This is an optimization exercise on Yosys and OpenROAD, whose aim is small area, not a production implementation.
At most, simulation tests tie the RTL to the original design; equivalence was not proved.

Setup of JK:
==> flow/design.v (excerpt) <==
module aes_bp_graph_coloring (
  input           clk,
  input  [7:0] share0_in,
  input  [7:0] share1_in,
  input  [51:0] rand_bit_share0,
  input  [51:0] rand_bit_share1,
  output [7:0] o_share0,
  output [7:0] o_share1
);
For scale: roughly 1,200 cells after synthesis, about 260 flip-flops, roughly 140 I/O pins, about 0.013 sq mm of cells after synthesis.
==> flow/config.mk <==
export PLATFORM = sky130hd
export DESIGN_NAME = aes_bp_graph_coloring
export DESIGN_NICKNAME = aes_bp_graph_coloring
export VERILOG_FILES = /design/flow/design.v
export SDC_FILE = /design/flow/constraint.sdc
export NUM_CORES = 4
export LEC_CHECK = 0
export CAP_MARGIN = 20
export CORE_MARGIN = 2
export CORE_UTILIZATION = 60
export CTS_BUF_LIST = sky130_fd_sc_hd__clkbuf_1 sky130_fd_sc_hd__clkbuf_2 sky130_fd_sc_hd__clkbuf_4
export SLEW_MARGIN = 20
==> flow/constraint.sdc <==
create_clock -name core_clock -period 5.0 [get_ports {clk}]
set_input_delay 1.0000 -clock core_clock [delete_from_list [all_inputs] [get_ports {clk}]]
set_output_delay 1.0000 -clock core_clock [all_outputs]
set_load 0.01 [all_outputs]
run.sh (not shown) runs the stock make flow with config.mk's settings and CLKGATE_MAP_FILE= SYNTH_SCRIPT=/design/flow/synth_recipe.tcl, a recipe that flattens the netlist after the stock synthesis.
The final layout from JK, which completed every stage, passed the timing, DRC and antenna checks at the end of the flow.
What MS does differently from JK at the input level:
Settings: CTS_BUF_LIST: sky130_fd_sc_hd__clkbuf_1 sky130_fd_sc_hd__clkbuf_2 sky130_fd_sc_hd__clkbuf_4 -> sky130_fd_sc_hd__clkbuf_2; CORE_UTILIZATION: 60 -> 40.
Findings:
Diff MS and JK: fmax lower in MS
MS ended with less post-layout worst setup margin than JK.
NOTE: via count of the first global-routing pass in MS falls short of that of JK
Re iteration count of the initial detailed-routing pass: no difference whatsoever between JK and MS.
Between MS and JK, worst hold slack across all endpoints is lower for JK, MS comes in above that.
Diff JK -> MS: total length of routed met2 wires has remained practically unchanged; number of inverters outside the clock class in the layout was more or less identical.
No functional check of the RTL was part of any run of this note.


== the previous run ==
aes_bp_graph_coloring, a different RTL version from the one above (not shown whole).
Size: about 870 cells after synthesis, roughly 260 flip-flops, roughly 9800 sq um of cells after synthesis.
export LEC_CHECK = 0
export CAP_MARGIN = 0
export CORE_MARGIN = 2
export CORE_UTILIZATION = 40
export SLEW_MARGIN = 0
export SYNTH_HIERARCHICAL = 1
create_clock -name core_clock -period 5.0 [get_ports {clk}]
standard.sh (not shown) runs the stock make flow with config.mk's settings and CLKGATE_MAP_FILE= SYNTH_SCRIPT=/design/flow/synth_recipe.tcl, a recipe that flattens the netlist after the stock synthesis.
==> flow/flow/run.sh <==
#!/bin/bash
set -euo pipefail
bash standard.sh "BUFFER_PORTS_ARGS=-buffer_cell sky130_fd_sc_hd__buf_1" "CTS_ARGS=-sink_clustering_enable -repair_clock_nets -dont_use_dummy_load -buf_list sky130_fd_sc_hd__clkbuf_4 -sink_clustering_size 10 -sink_clustering_max_diameter 50" finish > standard_flow.log 2>&1
The previous run: all stages complete, timing, DRC and antenna checks passed
#### Input delta (the current run over the previous run)
- CAP_MARGIN changed from 0 to 20
- SLEW_MARGIN changed from 0 to 20
### Flow results
- The current run went all the way through the flow, and no timing, DRC or antenna check failed.
- Final cell count came out exactly the same in the previous run and the current run.
- Comparing the previous run against the current run, there is no change at all in number of distinct library cells after synthesis.
- Diff the current run..the previous run | number of port buffers | unchanged
- The previous run and the current run ended up with nearly the same highest achievable clock rate.
- [compare] base=the previous run new=the current run: slew of the pin with the lowest slew margin was more or less identical; total count of max-transition violations in the final report was more or less identical; detailed-router iteration count before antenna repair was more or less identical.
- Status: via count parity (the current run, the previous run)


v52:
aes_bp_graph_coloring, a different RTL version from the one above (not shown whole).
Size: roughly 260 flip-flops, about 140 I/O pins, ~10000 µm² of cells after synthesis.
clock: 5.0 ns
lec_check: 0
cap_margin: 20
core_margin: 2
core_utilization: 40
slew_margin: 20
synth_hierarchical: 1
Scripts as last shown in full above: flow/flow/run.sh
The following lists how v23 was set up differently from v52:
==> flow/flow/run.sh <==
#!/bin/bash
set -euo pipefail
bash standard.sh "BUFFER_PORTS_ARGS=-buffer_cell sky130_fd_sc_hd__buf_1" "CTS_ARGS=-sink_clustering_enable -repair_clock_nets -dont_use_dummy_load -buf_list {sky130_fd_sc_hd__clkbuf_2 sky130_fd_sc_hd__clkbuf_4}" finish > standard_flow.log 2>&1
==> run notes <==
- v23 ends up with a post-CTS clock slew at the launch and capture registers of the worst setup and hold paths that is 0.04 ns lower than in v52.
- Summary of v23 over v52: post-layout worst setup margin went up 0.028 ns; slew at the pin closest to its max-slew limit went down 0.0079 ns.
- v52 → v23: worst hold slack fell 0.020 ns; average wire per cell in the routed design saw a decrease.
- [compare] base=v52 new=v23: number of nets produced by synthesis level, met1 capacity usage during global routing now smaller.
--- input diff v23..v34 ---
==> flow/flow/run.sh <==
#!/bin/bash
set -euo pipefail
bash standard.sh "BUFFER_PORTS_ARGS=-buffer_cell sky130_fd_sc_hd__buf_1" "CTS_ARGS=-sink_clustering_enable -repair_clock_nets -dont_use_dummy_load -buf_list sky130_fd_sc_hd__clkbuf_2 -sink_clustering_size 6 -sink_clustering_max_diameter 30" finish > standard_flow.log 2>&1
==> run notes <==
Higher worst-case setup margin in the final layout among v23 and v34: v23
Compared with v23, v34 shows a final critical delay including setup and external delays that is 0.087 ns higher.
Going from v23 to v34, maximum clock frequency shrank by 2.2%; worst hold slack went down by 0.0042 ns.
Summary of v34 over v23: layout cell share with drive strength beyond 1 down 0.45 points; count of clock-buffer cells in the layout down 5; wire length flat.

==> what the ideal ports hide <==
The results above use ideal ports. As a check the final layouts listed here were re-extracted and re-timed, cells and wires unchanged. Step 1: set_driving_cell puts a clkbuf_16 on clk and a buf_2 on each other input, an assumption about the parent block. Step 2 also shifts input and output timing later by t, the mid clock arrival at the registers, as if the neighbouring blocks saw the same clock. a / b / c = no drivers / after step 1 / after step 2; a / b = the first two.
run	t (ns)	setup WS [ns]	worst setup path after step 2	worst data-port slew with drivers (ns)	cell pins on the clock port's net
JK	0.703	0.529 / 0.489 / 1.017	input to register	0.04	1
MS	0.822	0.347 / 0.307 / 1.049	input to register	0.04	1
the previous run	0.667	0.403 / 0.360 / 0.642	input to register	0.03	1
the current run	0.667	0.403 / 0.360 / 0.642	input to register	0.03	1
v52	0.665	0.994 / 0.954 / 1.065	input to register	0.04	1
v23	0.662	1.022 / 0.983 / 1.080	input to register	0.04	1
v34	0.760	0.935 / 0.897 / 1.134	input to register	0.04	1
After both steps every run listed still meets setup and hold.
